From an optimization exercise on the open Yosys and OpenROAD flow, aimed at small area; shortcuts taken in it are not production practice.
At most, simulation tests tie the RTL to the original design; equivalence was not proved. The clock port is modelled as an ideal driver; clocking choices that lean on that would not hold on a real chip.

==> inputs of v24 <==
// Top
module Top(
  input         clock,
  input         reset,
  output [9:0]  imem_addr,
  input  [31:0] imem_inst,
  output [9:0]  dmem_addr,
  output [63:0] dmem_wdata,
  output        dmem_we,
  input  [63:0] dmem_rdata
);
==> module fadd, before the edit <==
module fadd(input a, input b, input ci, output s, output co);
  assign {co, s} = {1'b0, a} + {1'b0, b} + {1'b0, ci};
endmodule
==> module radd, before the edit <==
module radd #(parameter W = 8) (input [W-1:0] a, input [W-1:0] b, input ci,
                                output [W-1:0] s, output co);
  wire [W:0] c;
  assign c[0] = ci;
  genvar k;
  generate
    for (k = 0; k < W; k = k + 1) begin : g
      fadd u(.a(a[k]), .b(b[k]), .ci(c[k]), .s(s[k]), .co(c[k+1]));
    end
  endgenerate
  assign co = c[W];
endmodule
==> module Top, before the edit <==
module Top(
  input         clock,
  input         reset,
  output [9:0]  imem_addr,
  input  [31:0] imem_inst,
  output [9:0]  dmem_addr,
  output [63:0] dmem_wdata,
  output        dmem_we,
  input  [63:0] dmem_rdata
);
  reg  [2:0]  phase;
  reg         clr;        
  reg  [9:0]  pc;         
  reg         cy;         
  reg         eqf;        
  reg  [9:0]  addr_r;     
  reg  [55:0] sbuf;       
  wire [31:0] inst = imem_inst;
  wire [4:0]  rd  = inst[11:7];
  wire [4:0]  rs1 = inst[19:15];
  wire [4:0]  rs2 = inst[24:20];
  wire is_br  = inst[6];
  wire is_st  = ~inst[6] & inst[5] & ~inst[4];
  wire is_r   = inst[5] & inst[4];             
  wire wr_op  = ~inst[6] & ~(inst[5] & ~inst[4]);
  wire p0     = (phase == 3'd0);
  wire p7     = (phase == 3'd7);
  wire [30:0] sa, sb, sw, swn;
  genvar i, j;
  generate
    for (i = 0; i < 31; i = i + 1) begin : g_sel
      assign sa[i]  = (rs1 == i + 1);
      assign sb[i]  = (rs2 == i + 1);
      assign sw[i]  = clr | (wr_op & (rd == i + 1));
      assign swn[i] = ~sw[i];
    end
  endgenerate
  wire [7:0] tap0 [0:30];   
  wire [3:0] tap1 [0:30];   
  wire [7:0] wd;
  generate
    for (i = 1; i < 32; i = i + 1) begin : g_reg
      reg  [63:0] r;
      wire [7:0]  nb;
      for (j = 0; j < 8; j = j + 1) begin : g_w
        wmux u(.s(sw[i-1]), .sn(swn[i-1]), .a(wd[j]), .b(r[j]), .y(nb[j]));
      end
      always @(posedge clock)
        r <= {nb, r[63:8]};
      assign tap0[i-1] = r[7:0];
      assign tap1[i-1] = r[11:8];
    end
  endgenerate
  wire [7:0] a, b;
  wire [3:0] a1;
  generate
    for (j = 0; j < 8; j = j + 1) begin : g_rd
      wire [30:0] da, db;
      for (i = 0; i < 31; i = i + 1) begin : g_c
        assign da[i] = tap0[i][j];
      end
      sel31 ua(.s(sa), .d(da), .y(a[j]));
      sel31 ub(.s(sb), .d(da), .y(b[j]));
    end
    for (j = 0; j < 4; j = j + 1) begin : g_rd1
      wire [30:0] da;
      for (i = 0; i < 31; i = i + 1) begin : g_c
        assign da[i] = tap1[i][j];
      end
      sel31 ua(.s(sa), .d(da), .y(a1[j]));
    end
  endgenerate
  wire [11:0] imm  = is_st ? {inst[31:25], inst[11:7]} : inst[31:20];
  wire [7:0]  immb = p0 ? imm[7:0] :
                     (phase == 3'd1) ? {{4{imm[11]}}, imm[11:8]} : {8{imm[11]}};
  wire       use_b = is_r | is_br;
  wire [7:0] opb   = use_b ? b : immb;
  wire       inv   = (is_r & inst[30]) | is_br;
  wire       cin   = p0 ? inv : cy;
  wire [8:0] sum;
  radd #(8) u_alu(.a(a), .b(opb ^ {8{inv}}), .ci(cin), .s(sum[7:0]), .co(sum[8]));
  wire [7:0] lg    = inst[12] ? (a & opb) : (a | opb);
  wire [7:0] alu   = inst[13] ? lg : sum[7:0];
  wire [7:0] sl;
  wire [7:0] ldb;
  generate
    for (i = 0; i < 8; i = i + 1) begin : g_ph
      assign sl[i] = (phase == i) & ~inst[4] & ~clr;
    end
    for (j = 0; j < 8; j = j + 1) begin : g_ld
      wire [7:0] dd;
      for (i = 0; i < 8; i = i + 1) begin : g_c
        assign dd[i] = dmem_rdata[8*i+j];
      end
      sel8 u(.s(sl), .d(dd), .y(ldb[j]));
    end
  endgenerate
  assign wd = ldb | (alu & {8{inst[4] & ~clr}});
  wire       zb    = (sum[7:0] == 8'd0);
  wire [3:0] ahi;
  wire       ahi_co;
  radd #(4) u_ahi(.a(a1), .b(imm[11:8]), .ci(sum[8]), .s(ahi), .co(ahi_co));
  wire [9:0] addr0 = {ahi, sum[7:2]};
  wire [9:0] boff  = {inst[7], inst[30:25], inst[11:9]};
  wire       taken = is_br & eqf & zb;
  wire [9:0] pc_nx;
  wire       pc_co;
  radd #(10) u_pc(.a(pc), .b(taken ? boff : 10'd0), .ci(~taken), .s(pc_nx), .co(pc_co));
  always @(posedge clock) begin
    cy   <= sum[8];
    eqf  <= zb & (p0 | eqf);
    sbuf <= {b, sbuf[55:8]};
    if (p0) addr_r <= addr0;
    if (reset) begin
      phase <= 3'd0;
      clr   <= 1'b1;
      pc    <= 10'd0;
    end else begin
      phase <= phase + 3'd1;
      if (p7) begin
        clr <= 1'b0;
        if (!clr) pc <= pc_nx;
      end
    end
  end
  assign imem_addr  = pc;
  assign dmem_addr  = p0 ? addr0 : addr_r;
  assign dmem_wdata = {b, sbuf};
  assign dmem_we    = is_st & p7 & ~clr;
endmodule
==> flow/config.mk <==
export PLATFORM = sky130hd
export DESIGN_NAME = Top
export DESIGN_NICKNAME = Top
export VERILOG_FILES = /design/flow/design.v
export SDC_FILE = /design/flow/constraint.sdc
export NUM_CORES = 8
export LEC_CHECK = 0
export CAP_MARGIN = 20
export CORE_MARGIN = 2
export CORE_UTILIZATION = 70
export SLEW_MARGIN = 20
export SYNTH_HIERARCHICAL = 1
export SYNTH_MINIMUM_KEEP_SIZE = 0
==> flow/constraint.sdc <==
create_clock -name core_clock -period 20.0 [get_ports {clock}]
set_input_delay 4.0000 -clock core_clock [delete_from_list [all_inputs] [get_ports {clock}]]
set_output_delay 4.0000 -clock core_clock [all_outputs]
set_load 0.01 [all_outputs]
standard.sh (not shown) runs the stock make flow with config.mk's settings and CLKGATE_MAP_FILE= SYNTH_SCRIPT=/design/flow/synth_recipe.tcl, a recipe that flattens the netlist after the stock synthesis.
==> flow/flow/run.sh <==
#!/bin/bash
# Own layout flow: the standard flow (standard.sh), with two changes:
#  - port buffers use the smallest buffer cell (buf_1) instead of the default pick
#  - clock tree: clkbuf_16 leaf buffers driving clusters of up to 30 flip-flops,
#    clkbuf_8 above them, and no dummy loads
set -euo pipefail
export BUFFER_PORTS_ARGS="-buffer_cell sky130_fd_sc_hd__buf_1"
export CTS_ARGS="-sink_clustering_enable -repair_clock_nets -dont_use_dummy_load -sink_clustering_size 30 -sink_clustering_max_diameter 50 -buf_list sky130_fd_sc_hd__clkbuf_8 -root_buf sky130_fd_sc_hd__clkbuf_8 -sink_clustering_buffer sky130_fd_sc_hd__clkbuf_16"
bash standard.sh finish > standard_flow.log 2>&1
==> v23: changes against v24 <==
--- a/flow/design.v
+++ b/flow/design.v
@@ -6,21 +6,6 @@
 endmodule
 module wmux(input s, input sn, input a, input b, output y);
   assign y = (s & a) | (sn & b);
-endmodule
-module fadd(input a, input b, input ci, output s, output co);
-  assign {co, s} = {1'b0, a} + {1'b0, b} + {1'b0, ci};
-endmodule
-module radd #(parameter W = 8) (input [W-1:0] a, input [W-1:0] b, input ci,
-                                output [W-1:0] s, output co);
-  wire [W:0] c;
-  assign c[0] = ci;
-  genvar k;
-  generate
-    for (k = 0; k < W; k = k + 1) begin : g
-      fadd u(.a(a[k]), .b(b[k]), .ci(c[k]), .s(s[k]), .co(c[k+1]));
-    end
-  endgenerate
-  assign co = c[W];
 endmodule
 module sel31(input [30:0] s, input [30:0] d, output y);
   wire [10:0] n;
@@ -120,8 +105,7 @@
   wire [7:0] opb   = use_b ? b : immb;
   wire       inv   = (is_r & inst[30]) | is_br;
   wire       cin   = p0 ? inv : cy;
-  wire [8:0] sum;
-  radd #(8) u_alu(.a(a), .b(opb ^ {8{inv}}), .ci(cin), .s(sum[7:0]), .co(sum[8]));
+  wire [8:0] sum   = {1'b0, a} + {1'b0, opb ^ {8{inv}}} + {8'd0, cin};
   wire [7:0] lg    = inst[12] ? (a & opb) : (a | opb);
   wire [7:0] alu   = inst[13] ? lg : sum[7:0];
   wire [7:0] sl;
@@ -140,15 +124,10 @@
   endgenerate
   assign wd = ldb | (alu & {8{inst[4] & ~clr}});
   wire       zb    = (sum[7:0] == 8'd0);
-  wire [3:0] ahi;
-  wire       ahi_co;
-  radd #(4) u_ahi(.a(a1), .b(imm[11:8]), .ci(sum[8]), .s(ahi), .co(ahi_co));
+  wire [3:0] ahi   = a1 + imm[11:8] + {3'd0, sum[8]};
   wire [9:0] addr0 = {ahi, sum[7:2]};
   wire [9:0] boff  = {inst[7], inst[30:25], inst[11:9]};
   wire       taken = is_br & eqf & zb;
-  wire [9:0] pc_nx;
-  wire       pc_co;
-  radd #(10) u_pc(.a(pc), .b(taken ? boff : 10'd0), .ci(~taken), .s(pc_nx), .co(pc_co));
   always @(posedge clock) begin
     cy   <= sum[8];
     eqf  <= zb & (p0 | eqf);
@@ -162,7 +141,7 @@
       phase <= phase + 3'd1;
       if (p7) begin
         clr <= 1'b0;
-        if (!clr) pc <= pc_nx;
+        if (!clr) pc <= pc + (taken ? boff : 10'd1);
       end
     end
   end
==> flow/run.sh (new file) <==
#!/bin/bash
# synth_recipe.tcl (not shown) runs the flow's synth.tcl, then flattens the netlist and writes it again
# the make line also repeats each setting of config.mk as NAME=value (left out here)
make -C /OpenROAD-flow-scripts/flow DESIGN_CONFIG=/design/flow/config.mk WORK_HOME=/design/flow/orfs CLKGATE_MAP_FILE= SYNTH_SCRIPT=/design/flow/synth_recipe.tcl finish
- CORE_UTILIZATION: 70 -> 40
- CTS_CLUSTER_DIAMETER: default -> 60
- CTS_CLUSTER_SIZE: default -> 30
removed: flow/flow/run.sh
removed: flow/standard.sh
==> v26: changes against v24 <==
--- a/flow/design.v
+++ b/flow/design.v
@@ -6,6 +6,12 @@
 endmodule
 module wmux(input s, input sn, input a, input b, output y);
   assign y = (s & a) | (sn & b);
+endmodule
+module nor2m(input a, input b, output y);
+  assign y = ~(a | b);
+endmodule
+module nand2m(input a, input b, output y);
+  assign y = ~(a & b);
 endmodule
 module fadd(input a, input b, input ci, output s, output co);
   assign {co, s} = {1'b0, a} + {1'b0, b} + {1'b0, ci};
@@ -68,14 +74,28 @@
   wire wr_op  = ~inst[6] & ~(inst[5] & ~inst[4]);
   wire p0     = (phase == 3'd0);
   wire p7     = (phase == 3'd7);
+  wire [3:0] alo_n, blo_n, wlo, wlo_n;
+  wire [7:0] ahi_n, bhi_n, whi, whi_n;
   wire [30:0] sa, sb, sw, swn;
   genvar i, j;
   generate
+    for (i = 0; i < 4; i = i + 1) begin : g_plo
+      assign alo_n[i] = ~(rs1[1:0] == i);
+      assign blo_n[i] = ~(rs2[1:0] == i);
+      assign wlo[i]   = clr | (wr_op & (rd[1:0] == i));
+      assign wlo_n[i] = ~wlo[i];
+    end
+    for (i = 0; i < 8; i = i + 1) begin : g_phi
+      assign ahi_n[i] = ~(rs1[4:2] == i);
+      assign bhi_n[i] = ~(rs2[4:2] == i);
+      assign whi[i]   = clr | (rd[4:2] == i);
+      assign whi_n[i] = ~whi[i];
+    end
     for (i = 0; i < 31; i = i + 1) begin : g_sel
-      assign sa[i]  = (rs1 == i + 1);
-      assign sb[i]  = (rs2 == i + 1);
-      assign sw[i]  = clr | (wr_op & (rd == i + 1));
-      assign swn[i] = ~sw[i];
+      nor2m  ua(.a(alo_n[(i + 1) % 4]), .b(ahi_n[(i + 1) / 4]), .y(sa[i]));
+      nor2m  ub(.a(blo_n[(i + 1) % 4]), .b(bhi_n[(i + 1) / 4]), .y(sb[i]));
+      nor2m  uw(.a(wlo_n[(i + 1) % 4]), .b(whi_n[(i + 1) / 4]), .y(sw[i]));
+      nand2m un(.a(wlo[(i + 1) % 4]),   .b(whi[(i + 1) / 4]),   .y(swn[i]));
     end
   endgenerate
   wire [7:0] tap0 [0:30];   
@@ -148,22 +168,21 @@
   wire       taken = is_br & eqf & zb;
   wire [9:0] pc_nx;
   wire       pc_co;
-  radd #(10) u_pc(.a(pc), .b(taken ? boff : 10'd0), .ci(~taken), .s(pc_nx), .co(pc_co));
+  wire       pc_up = p7 & ~clr;    
+  radd #(10) u_pc(.a(pc), .b((pc_up & taken) ? boff : 10'd0), .ci(pc_up & ~taken),
+                  .s(pc_nx), .co(pc_co));
   always @(posedge clock) begin
     cy   <= sum[8];
     eqf  <= zb & (p0 | eqf);
     sbuf <= {b, sbuf[55:8]};
     if (p0) addr_r <= addr0;
+    pc <= reset ? 10'd0 : pc_nx;
     if (reset) begin
       phase <= 3'd0;
       clr   <= 1'b1;
-      pc    <= 10'd0;
     end else begin
       phase <= phase + 3'd1;
-      if (p7) begin
-        clr <= 1'b0;
-        if (!clr) pc <= pc_nx;
-      end
+      if (p7) clr <= 1'b0;
     end
   end
   assign imem_addr  = pc;
==> flow/flow/run.sh (replaced) <==
#!/bin/bash
# Own layout flow: the standard flow (standard.sh), with two changes:
#  - port buffers use the smallest buffer cell (buf_1) instead of the default pick
#  - clock tree: clkbuf_16 leaf buffers driving clusters of up to 33 flip-flops,
#    clkbuf_8 above them, and no dummy loads
set -euo pipefail
export BUFFER_PORTS_ARGS="-buffer_cell sky130_fd_sc_hd__buf_1"
export CTS_ARGS="-sink_clustering_enable -repair_clock_nets -dont_use_dummy_load -sink_clustering_size 33 -sink_clustering_max_diameter 80 -buf_list sky130_fd_sc_hd__clkbuf_8 -root_buf sky130_fd_sc_hd__clkbuf_8 -sink_clustering_buffer sky130_fd_sc_hd__clkbuf_16"
bash standard.sh finish > standard_flow.log 2>&1
- CORE_UTILIZATION: 70 -> 65
==> v11: changes against v24 <==
--- a/flow/design.v
+++ b/flow/design.v
@@ -6,21 +6,6 @@
 endmodule
 module wmux(input s, input sn, input a, input b, output y);
   assign y = (s & a) | (sn & b);
-endmodule
-module fadd(input a, input b, input ci, output s, output co);
-  assign {co, s} = {1'b0, a} + {1'b0, b} + {1'b0, ci};
-endmodule
-module radd #(parameter W = 8) (input [W-1:0] a, input [W-1:0] b, input ci,
-                                output [W-1:0] s, output co);
-  wire [W:0] c;
-  assign c[0] = ci;
-  genvar k;
-  generate
-    for (k = 0; k < W; k = k + 1) begin : g
-      fadd u(.a(a[k]), .b(b[k]), .ci(c[k]), .s(s[k]), .co(c[k+1]));
-    end
-  endgenerate
-  assign co = c[W];
 endmodule
 module sel31(input [30:0] s, input [30:0] d, output y);
   wire [10:0] n;
@@ -120,8 +105,7 @@
   wire [7:0] opb   = use_b ? b : immb;
   wire       inv   = (is_r & inst[30]) | is_br;
   wire       cin   = p0 ? inv : cy;
-  wire [8:0] sum;
-  radd #(8) u_alu(.a(a), .b(opb ^ {8{inv}}), .ci(cin), .s(sum[7:0]), .co(sum[8]));
+  wire [8:0] sum   = {1'b0, a} + {1'b0, opb ^ {8{inv}}} + {8'd0, cin};
   wire [7:0] lg    = inst[12] ? (a & opb) : (a | opb);
   wire [7:0] alu   = inst[13] ? lg : sum[7:0];
   wire [7:0] sl;
@@ -140,15 +124,10 @@
   endgenerate
   assign wd = ldb | (alu & {8{inst[4] & ~clr}});
   wire       zb    = (sum[7:0] == 8'd0);
-  wire [3:0] ahi;
-  wire       ahi_co;
-  radd #(4) u_ahi(.a(a1), .b(imm[11:8]), .ci(sum[8]), .s(ahi), .co(ahi_co));
+  wire [3:0] ahi   = a1 + imm[11:8] + {3'd0, sum[8]};
   wire [9:0] addr0 = {ahi, sum[7:2]};
   wire [9:0] boff  = {inst[7], inst[30:25], inst[11:9]};
   wire       taken = is_br & eqf & zb;
-  wire [9:0] pc_nx;
-  wire       pc_co;
-  radd #(10) u_pc(.a(pc), .b(taken ? boff : 10'd0), .ci(~taken), .s(pc_nx), .co(pc_co));
   always @(posedge clock) begin
     cy   <= sum[8];
     eqf  <= zb & (p0 | eqf);
@@ -162,7 +141,7 @@
       phase <= phase + 3'd1;
       if (p7) begin
         clr <= 1'b0;
-        if (!clr) pc <= pc_nx;
+        if (!clr) pc <= pc + (taken ? boff : 10'd1);
       end
     end
   end
==> flow/run.sh (new file) <==
#!/bin/bash
# synth_recipe.tcl (not shown) runs the flow's synth.tcl, then flattens the netlist and writes it again
# the make line also repeats each setting of config.mk as NAME=value (left out here)
make -C /OpenROAD-flow-scripts/flow DESIGN_CONFIG=/design/flow/config.mk WORK_HOME=/design/flow/orfs CLKGATE_MAP_FILE= SYNTH_SCRIPT=/design/flow/synth_recipe.tcl finish
- CORE_UTILIZATION: 70 -> 65
- CTS_CLUSTER_DIAMETER: default -> 60
- CTS_CLUSTER_SIZE: default -> 30
removed: flow/flow/run.sh
removed: flow/standard.sh
==> impl_metrics.py <==
metrics = {
    "outcome": {
        "outcome": "finished clean",
    },
    "setup_path": {
        "cp_cell_sequence": "buf_1, nand2b_1, nor2_1, a222oi_1, nand4_1, a2111o_1, nand2_1, o31ai_1, xnor2_1, fa_1, fa_1, fa_1, fa_1, fa_1, fa_1, fa_1, fa_1, fa_1, fa_1, fa_1, fa_1, nand2_1, nand2_1, buf_1",
    },
    "die": {
        "die-width_um": 278,
    },
    "grt": {
        "grt_pass1_wl_um": 158000,
    },
    "placement": {
        "dp_slack_ns": 3.65,
    },
    "cells_and_area": {
        "final_cell_mix": "2066 x dfxtp_1, 248 x a22o_1, 216 x a222oi_1",
    },
}
Source of the figures above: v26

==> impl_metrics.py <==
metrics = {
    "outcome": {
        "outcome": "finished clean",
    },
    "cells_and_area": {
        "final_cell_mix": "2065 x dfxtp_1, 248 x a22o_1, 216 x a222oi_1",
    },
    "die": {
        "die-width_um": 269,
    },
    "setup_path": {
        "cp_cell_sequence": "buf_1, nand2b_1, nor3_1, a222oi_1, nand4_1, a2111o_1, a22oi_1, xor2_1, fa_1, fa_1, fa_1, fa_1, fa_1, fa_1, fa_1, fa_1, fa_1, fa_1, fa_1, fa_1, nand2_1, nand2_1, buf_1",
    },
}
Source of the figures above: v24

==> impl_metrics.py <==
metrics = {
    "grt": {
        "grt_pass1_wl_um": 162000,
    },
    "cells_and_area": {
        "final_cell_mix": "2066 x dfxtp_1, 248 x a22o_1, 216 x a222oi_1",
    },
    "setup_path": {
        "cp_cell_sequence": "clkdlybuf4s50_1, nand2b_1, nor3_1, a222oi_1, nand4_1, a2111o_1, mux2_2, xnor2_1, fa_1, a211oi_1, o21ai_1, a221oi_2, o21bai_1, fa_1, fa_1, xnor2_1, o21ai_1, clkdlybuf4s50_1",
    },
    "outcome": {
        "outcome": "finished clean",
    },
    "die": {
        "die-width_um": 279,
    },
}
Source of the figures above: v11

==> impl_metrics.py <==
metrics = {
    "outcome": {
        "outcome": "finished clean",
    },
    "placement": {
        "dp_slack_ns": 4.91,
    },
    "die": {
        "die-width_um": 355,
    },
    "setup_path": {
        "cp_cell_sequence": "clkdlybuf4s50_1, nand2b_1, nor2_1, a222oi_1, nand4_1, a2111o_1, mux2_2, xnor2_1, fa_1, a211oi_1, o21ai_1, a221oi_2, o21bai_1, fa_1, a21o_1, a21oi_1, xnor2_1, o21ai_1, clkdlybuf4s50_1",
    },
}
Source of the figures above: v23

No functional check of the RTL was part of v23 and v11.

==> re-timing with driven ports <==
In the flow no input, the clock included, has a driving cell. The finished layouts below were timed again as built, in two steps. Step 1 (the two cells are an assumption about what drives the block):
set clk [get_ports {clock}]
set_driving_cell -lib_cell sky130_fd_sc_hd__clkbuf_16 $clk
set_driving_cell -lib_cell sky130_fd_sc_hd__buf_2 [delete_from_list [all_inputs] $clk]
Step 2 times the ports against the registers' clock, not the clock port: input delays grow and output delays shrink by t, the midpoint of the rising clock arrivals with the driver on. Slacks: ideal / step 1 / step 2; pairs: ideal / step 1.
run	t (ns)	setup slack, ns	worst setup path at the end	slew at the worst register clock pin (ns)
v24	0.854	2.865 / 2.766 / 2.766	input to output	0.11 / 0.11
v23	0.780	4.812 / 4.786 / 4.786	input to output	0.11 / 0.11
v26	0.799	3.289 / 3.254 / 3.254	input to output	0.12 / 0.12
v11	0.740	5.038 / 4.977 / 4.977	input to output	0.11 / 0.11
After both steps setup and hold are still met in every run listed. The setup slack of v24, which loses most, moves by -0.099 ns with the drivers and by -0.099 ns with both steps.
